From an optimization exercise on the open Yosys and OpenROAD flow, aimed at small area; shortcuts taken in it are not production practice.
Only simulation tests tie the RTL to the original design; equivalence was not proved.
No activity file was given, so power comes from the tool's default toggle rates.

==> flow/design.v <==
`timescale 1ns / 1ps
module sorting_system(
    input wire clk,
    input wire rst_n,            
    input wire btn_manual_1,
    input wire btn_manual_2,
    input wire sensor_out,
    output wire s0, s1,
    output wire s2, s3,
    output wire led_r, led_g, led_b,
    input wire ir_sensor,
    output wire servo_pwm_1,
    output wire servo_pwm_2,
    output wire led_ir_status
);
    reg [11:0] q;
    wire wrap   = q[11] & ~q[10] & q[8] & q[7] & q[2] & q[1];  
    wire below  = q[11] & q[10];                                
    wire qsmall = ~|q[11:7];                                    
    always @(posedge clk) begin
        if (rst_n | wrap) q <= 12'd4034;
        else              q <= q + 12'd1;
    end
    wire [1:0] color;
    wire       ir_edge;
    color_core cc (
        .clk(clk), .rst(rst_n), .sensor_out(sensor_out), .wrap(wrap),
        .s2(s2), .s3(s3), .color(color),
        .led_r(led_r), .led_g(led_g), .led_b(led_b)
    );
    assign s0 = 1'b1;
    assign s1 = 1'b1;
    reg ir_s1, ir_s2;
    always @(posedge clk) begin
        if (rst_n) begin
            ir_s1 <= 1'b1;
            ir_s2 <= 1'b1;
        end else begin
            ir_s1 <= ir_sensor;
            ir_s2 <= ir_s1;
        end
    end
    assign ir_edge = ir_s2 & ~ir_s1;
    assign led_ir_status = ~ir_s2;
    servo #(.W(15), .WAIT_END(26251), .HOLD_END(30000)) sv1 (
        .clk(clk), .rst(rst_n), .btn(btn_manual_1),
        .trig(ir_edge & ~color[1] & color[0]),
        .q7(q[6:0]), .qsmall(qsmall), .below(below), .pwm(servo_pwm_1)
    );
    servo #(.W(16), .WAIT_END(50001), .HOLD_END(30000)) sv2 (
        .clk(clk), .rst(rst_n), .btn(btn_manual_2),
        .trig(ir_edge & color[1] & ~color[0]),
        .q7(q[6:0]), .qsmall(qsmall), .below(below), .pwm(servo_pwm_2)
    );
endmodule
module color_core(
    input clk, rst, sensor_out, wrap,
    output reg s2, s3,
    output reg [1:0] color,
    output led_r, led_g, led_b
);
    reg sd1, sd2;
    wire edge_ = sd1 & ~sd2;
    reg [10:0] cnt;
    reg [10:0] r_val, g_val;
    reg [2:0] pend;    
    reg on;
    always @(posedge clk) begin
        if (rst) begin sd1 <= 1'b0; sd2 <= 1'b0; end
        else begin sd1 <= sensor_out; sd2 <= sd1; end
    end
    always @(posedge clk) begin
        if (rst | wrap) cnt <= 11'd0;
        else if (edge_) cnt <= cnt + 11'd1;
    end
    always @(posedge clk) begin
        if (rst) begin s2 <= 1'b0; s3 <= 1'b0; end
        else if (wrap) begin s2 <= ~s2 & s3; s3 <= ~s2; end
    end
    wire red_ch = ~s3, blue_ch = ~s2 & s3, green_ch = s2;
    always @(posedge clk) if (wrap & red_ch) r_val <= cnt;
    always @(posedge clk) begin
        if (rst) g_val <= 11'd0;
        else if (wrap & green_ch) g_val <= cnt;
    end
    wire [12:0] sum = r_val + g_val + cnt;
    wire big = sum > 13'd1000;
    wire rg = r_val > g_val, gr = g_val > r_val;
    wire rb = r_val > cnt,   br = cnt > r_val;
    wire gb = g_val > cnt,   bg = cnt > g_val;
    reg [2:0] dec;
    always @(*) begin
        if (!big) dec = 3'b100;
        else if (rg & rb) dec = 3'b001;
        else if (gr & gb) dec = 3'b010;
        else if (br & bg) dec = 3'b011;
        else dec = 3'b000;
    end
    always @(posedge clk) if (wrap & blue_ch) pend <= dec;
    always @(posedge clk) begin
        if (rst) begin color <= 2'd0; on <= 1'b0; end
        else if (wrap & green_ch) begin
            if (pend[2]) on <= 1'b0;
            else if (pend[1:0] != 2'd0) begin color <= pend[1:0]; on <= 1'b1; end
        end
    end
    assign led_r = on & ~color[1] & color[0];
    assign led_g = on & color[1] & ~color[0];
    assign led_b = on & color[1] & color[0];
endmodule
module servo #(
    parameter W = 16,
    parameter WAIT_END = 50001,
    parameter HOLD_END = 30000
)(
    input clk, rst, btn, trig,
    input [6:0] q7,
    input qsmall, below,
    output reg pwm
);
    localparam IDLE=3'd0, WAIT=3'd1, MOVE=3'd2, HOLD=3'd3, RET=3'd4;
    reg [2:0] st;
    reg [W-1:0] t;
    reg [6:0] d;    
    always @(*) begin
        case (st)
            MOVE: d = t[6:0];
            HOLD: d = 7'd84;
            RET:  d = ~t[6:0];
            default: d = 7'd0;
        endcase
    end
    always @(posedge clk) begin
        if (rst) begin
            st <= IDLE; t <= 0; pwm <= 1'b0;
        end else begin
            pwm <= below | (qsmall & (q7 < d));
            case (st)
                IDLE: begin
                    t <= {{(W-1){1'b0}}, btn};
                    if (btn | trig) st <= WAIT;
                end
                WAIT: begin
                    if (t == WAIT_END) begin t <= 0; st <= MOVE; end
                    else t <= t + 1'b1;
                end
                MOVE: begin
                    if (t[6:0] == 7'd84) begin t <= 0; st <= HOLD; end
                    else t <= t + 1'b1;
                end
                HOLD: begin
                    if (t == HOLD_END) begin t <= 43; st <= RET; end
                    else t <= t + 1'b1;
                end
                RET: begin
                    if (t[6:0] == 7'd127) begin
                        t <= 0;
                        st <= trig ? WAIT : IDLE;
                    end else t <= t + 1'b1;
                end
                default: st <= IDLE;
            endcase
        end
    end
endmodule
==> flow/run.sh <==
#!/bin/bash
# synth_recipe.tcl (not shown) runs the flow's synth.tcl, then flattens the netlist and writes it again
# the make line also repeats each setting of config.mk as NAME=value (left out here)
make -C /OpenROAD-flow-scripts/flow DESIGN_CONFIG=/design/flow/config.mk WORK_HOME=/design/flow/orfs CLKGATE_MAP_FILE= SYNTH_SCRIPT=/design/flow/synth_recipe.tcl finish
==> flow/config.mk <==
export PLATFORM = sky130hd
export DESIGN_NAME = sorting_system
export DESIGN_NICKNAME = sorting_system
export VERILOG_FILES = /design/flow/design.v
export SDC_FILE = /design/flow/constraint.sdc
export NUM_CORES = 4
export LEC_CHECK = 0
export CAP_MARGIN = 20
export CORE_MARGIN = 2
export CORE_UTILIZATION = 40
export SLEW_MARGIN = 20
==> flow/constraint.sdc <==
create_clock -name core_clock -period 8.0 [get_ports {clk}]
set_input_delay 1.6000 -clock core_clock [delete_from_list [all_inputs] [get_ports {clk}]]
set_output_delay 1.6000 -clock core_clock [all_outputs]
set_load 0.01 [all_outputs]
==> results.yml <==
status:
  status: "complete, no violations"
run:
  cap_viol_max_count: 0
cts:
  postCtsSetupBuffers: 0
  htreeDepth: 3
  cts-root-buf: "clkbuf_16"
  clk_latency_ns: 0.35
  cts_buffers: 9
  cts_tree: "yes"
  clk_pin_slew_ns: 0.07
  hold_buffers: 0
  cts_sinks: 96
  post_cts_resized: 0
  clockBufferDepth: 2
worst_hold_path:
  hold_depth: 1
  hold_start: "cc.sd1"
  hold_end: "cc.sd2"
  hold_path.class: "flop to flop"
synthesis:
  syn-mean-instance-area_um2: 8.21
  synth_top_cell_area_share_pct: 24.5
  synthTopCellsByArea: "dfxtp_1, ha_1, edfxtp_1"
  synth_edf_count: 14
  synth_top_area_cell: "dfxtp_1"
  yosys_warnings: 4
  ys_ff_latch: 96
  async_reset_ff_share_pct: 0
  yosysSeqAreaShare_pct: 30.8
  synth.distinct_cells: 67
  ys.flop_type: "dfxtp_1"
  syn_inst: 815
  syn_area_mm2: 0.00670
grt:
  grt_pass1_wl_mm: 26.0
  track_usage_pct: 17.8
  grt_max_degree: 51
  antenna_found_initial: 0
  grt-ovfl-total: 0
  first_global_vias: 5395
timing:
  setup_tns_ns: 0
  finalClockSkew_ns: 0.00950
  finalHoldViolations: 0
  setup_violations: 0
  tightest_slew_ns: 1.01
  fmax_mhz: 259
  rsz0062_at_grt: "no"
  slew_headroom_pct: 32.0
  fin_crit_ns: 3.85
  maxSlewViolCount: 0
  fin_crit_sh_pct: 48.2
layout:
  drive_above_1_share_pct: 3.80
  n_antenna_cell: 0
  seq_area_mm2: 0.00206
  multi_input_area_mm2: 0.00429
  area_delta_synth_final_pct: 8.28
  nNetsFinal: 895
  nFillCells: 1665
  stdcell_count: 1036
critical_path:
  worstPathRequired_ns: 8.08
  critPathLaunchType: "flop"
  rrSetupSlack_ns: 4.15
  arrival_ns: 3.94
  timing.rr.end: "cc.pend[0]"
  critPathKind: "flop to flop"
  rr_worst_depth: 16
  critPathCaptureType: "flop"
  critical_path_peak_fanout: 6
  r2r-start: "cc.g_val[2]"
route:
  routed-via-count: 5490
  drt_iter0_drc: 216
  viasPerCell: 5.30
  wl_mm: 15.0
  drt-pass1-iter-count: 4
  post_drt_wl_per_cell_um: 14.5
  ant_nets: 0
  drc: 0
die:
  core_area_mm2: 0.0165
  pin_count: 16
  die-height_um: 133
  rows: 47
  initial_utilization_pct: 40.7
  fp.dieW_um: 133
  die_area_mm2: 0.0178
placed_design:
  io_buffers: 13
  dp.final_hpwl_mm: 11.4
  gp_congestion: 0.823
  placed_cells: 1020
power:
  power_density_mw_per_mm2: 164
  irDropWorstVdd_v: 0.000116
  power_leakage_nw: 2.81
-- report_power, final --
group | total (mW) | internal (mW) | switching [mW]
Clock | 0.436 | 0.244 | 0.192
Sequential | 0.548 | 0.505 | 0.0432
Combinational | 0.205 | 0.0873 | 0.118
Total | 1.19 | 0.836 | 0.353
-- synthesized netlist by cell type, types with 7 or more instances --
master	number
nor2_1	83
dfxtp_1	82
nand2_1	81
ha_1	76
a21oi_1	60
inv_1	51
o21ai_0	34
nand3_1	28
xnor2_1	26
nor3_1	21
xor2_1	20
nand4_1	19
nor2b_1	17
a21o_1	16
and3_1	14
clkbuf_1	14
edfxtp_1	14
buf_2	11
mux2i_1	11
nor3b_1	9
o21a_1	9
nor4_1	8
a211oi_1	7
-- layout by cell type (no fill, tap or decap), drive strengths merged, types with 4 or more instances in the layout --
cell,netlist,layout
and4,5,5
ha,76,76
nor3b,9,9
xor2,20,20
inv,51,53
o2111ai,4,4
o21bai,4,4
nor3,21,21
mux2i,11,11
a221oi,4,4
dfxtp,82,82
o21ai,39,39
o21a,9,9
a21oi,60,60
a31oi,4,4
edfxtp,14,14
nor2,83,83
nand4,19,19
and3,14,14
a21o,16,16
or3,5,5
clkdlybuf4s50,0,12
nor4b,6,6
nand4b,4,4
clkbuf,14,11
nor2b,17,17
or2,5,5
nand2b,5,5
nand2,82,82
nor4,8,8
a211oi,8,8
nand3,28,28
xnor2,26,26
or4,4,4
o31a,4,4
-- critical path, cell delays in order (launching register included) --
cell,delay (ns)
dfxtp_1,0.40
inv_1,0.06
ha_1,0.38
nor3b_1,0.09
o31ai_1,0.34
a21oi_1,0.14
o21ai_0,0.18
nand2b_1,0.12
or4_1,0.40
nand3_1,0.12
ha_1,0.26
a21o_1,0.21
or2_2,0.27
a221oi_1,0.24
a31o_2,0.14
o211a_1,0.19
a21oi_1,0.06
-- cell families after synthesis --
logic type,after synthesis,share of synthesized area (%)
AO/OA/AOI/OAI,174,16.6
XOR/XNOR,46,6.02
adder cells (fa/ha/maj),78,14.8
buffers and inverters,82,5.20
flip-flops,96,30.8
multiplexers,11,1.64
other,1,0.0560
AND/OR/NAND/NOR,327,24.9
-- per-stage QoR --
stage               worst slack, ns  instance area [um^2]  util [%]  hold slack (ns)  power (mW)
detailed placement             4.16                  6960      42.3            0.445       0.765
floorplan                      4.49                  6700         -            0.430       0.724
finish                         4.15                  7250      44.0            0.461        1.19
global placement               4.21                  6960      42.3            0.441       0.764
CTS                            4.14                  7250      44.0            0.462        1.20
global route                   3.83                  7250      44.0            0.481        1.26
-- cell type report --
| class | count | share of cell area (%) |
|---|---|---|
| multi-input cells | 638 | 59.2 |
| flip-flops and latches | 96 | 28.4 |
| well taps | 220 | 3.80 |
| clock buffers | 11 | 3.21 |
| inverters | 51 | 2.64 |
| repair buffers | 15 | 1.93 |
| clock inverters | 5 | 0.777 |
-- metal layers --
| metal | vias up | GRT usage [%] | part of all wire [%] |
|---|---|---|---|
| met5 | - | 0 | 0 |
| met4 | 0 | 6.15 | 0.84 |
| met3 | 8 | 2.05 | 2.4 |
| met2 | 60 | 28.6 | 46 |
| met1 | 2520 | 24.8 | 51 |
| li1 | 2902 | - | - |
-- registers in the layout (all words and copies together), names as in the netlist, 11 cells and up --
name and flops:
sv1.t 15, q 12, sv2.t 16, cc.cnt 11, cc.r_val 11, cc.g_val 11
-- how the worst max path moves through the flow --
stage | slack [ns] | end | cells past startpoint | start
2_1_floorplan | 4.49 | cc.pend[1] | 15 | cc.r_val[0]
3_3_place_gp | 4.21 | cc.pend[1] | 16 | cc.g_val[2]
3_5_place_dp | 4.16 | cc.pend[0] | 16 | cc.g_val[2]
4_1_cts | 4.14 | cc.pend[0] | 16 | cc.g_val[2]
5_1_grt | 3.83 | cc.pend[0] | 16 | cc.g_val[2]
6_report | 4.15 | cc.pend[0] | 16 | cc.g_val[2]

[what the ideal ports hide]
In the flow no input, the clock included, has a driving cell. The finished layout below was timed again as built, in two steps. Step 1 assumes that a clkbuf_16 drives the clock port and a buf_2 every other input. Step 2 also shifts input and output timing later by t, the mid clock arrival at the registers, as if the neighbouring blocks saw the same clock. Three values: ideal, step 1, step 2; two values: the first two.
shift t [ns]: 0.383
slack for setup (ns): 4.146 / 4.146 / 4.146
worst hold slack (ns): 0.461 / 0.461 / 0.461
clock arrival spread, ns: 0.010 / 0.010
worst slew at a driven data input, ns: 0.03
After both steps setup and hold are still met in this run. For this run, drivers alone change the setup slack by 0.000 ns; drivers and shift together by 0.000 ns.
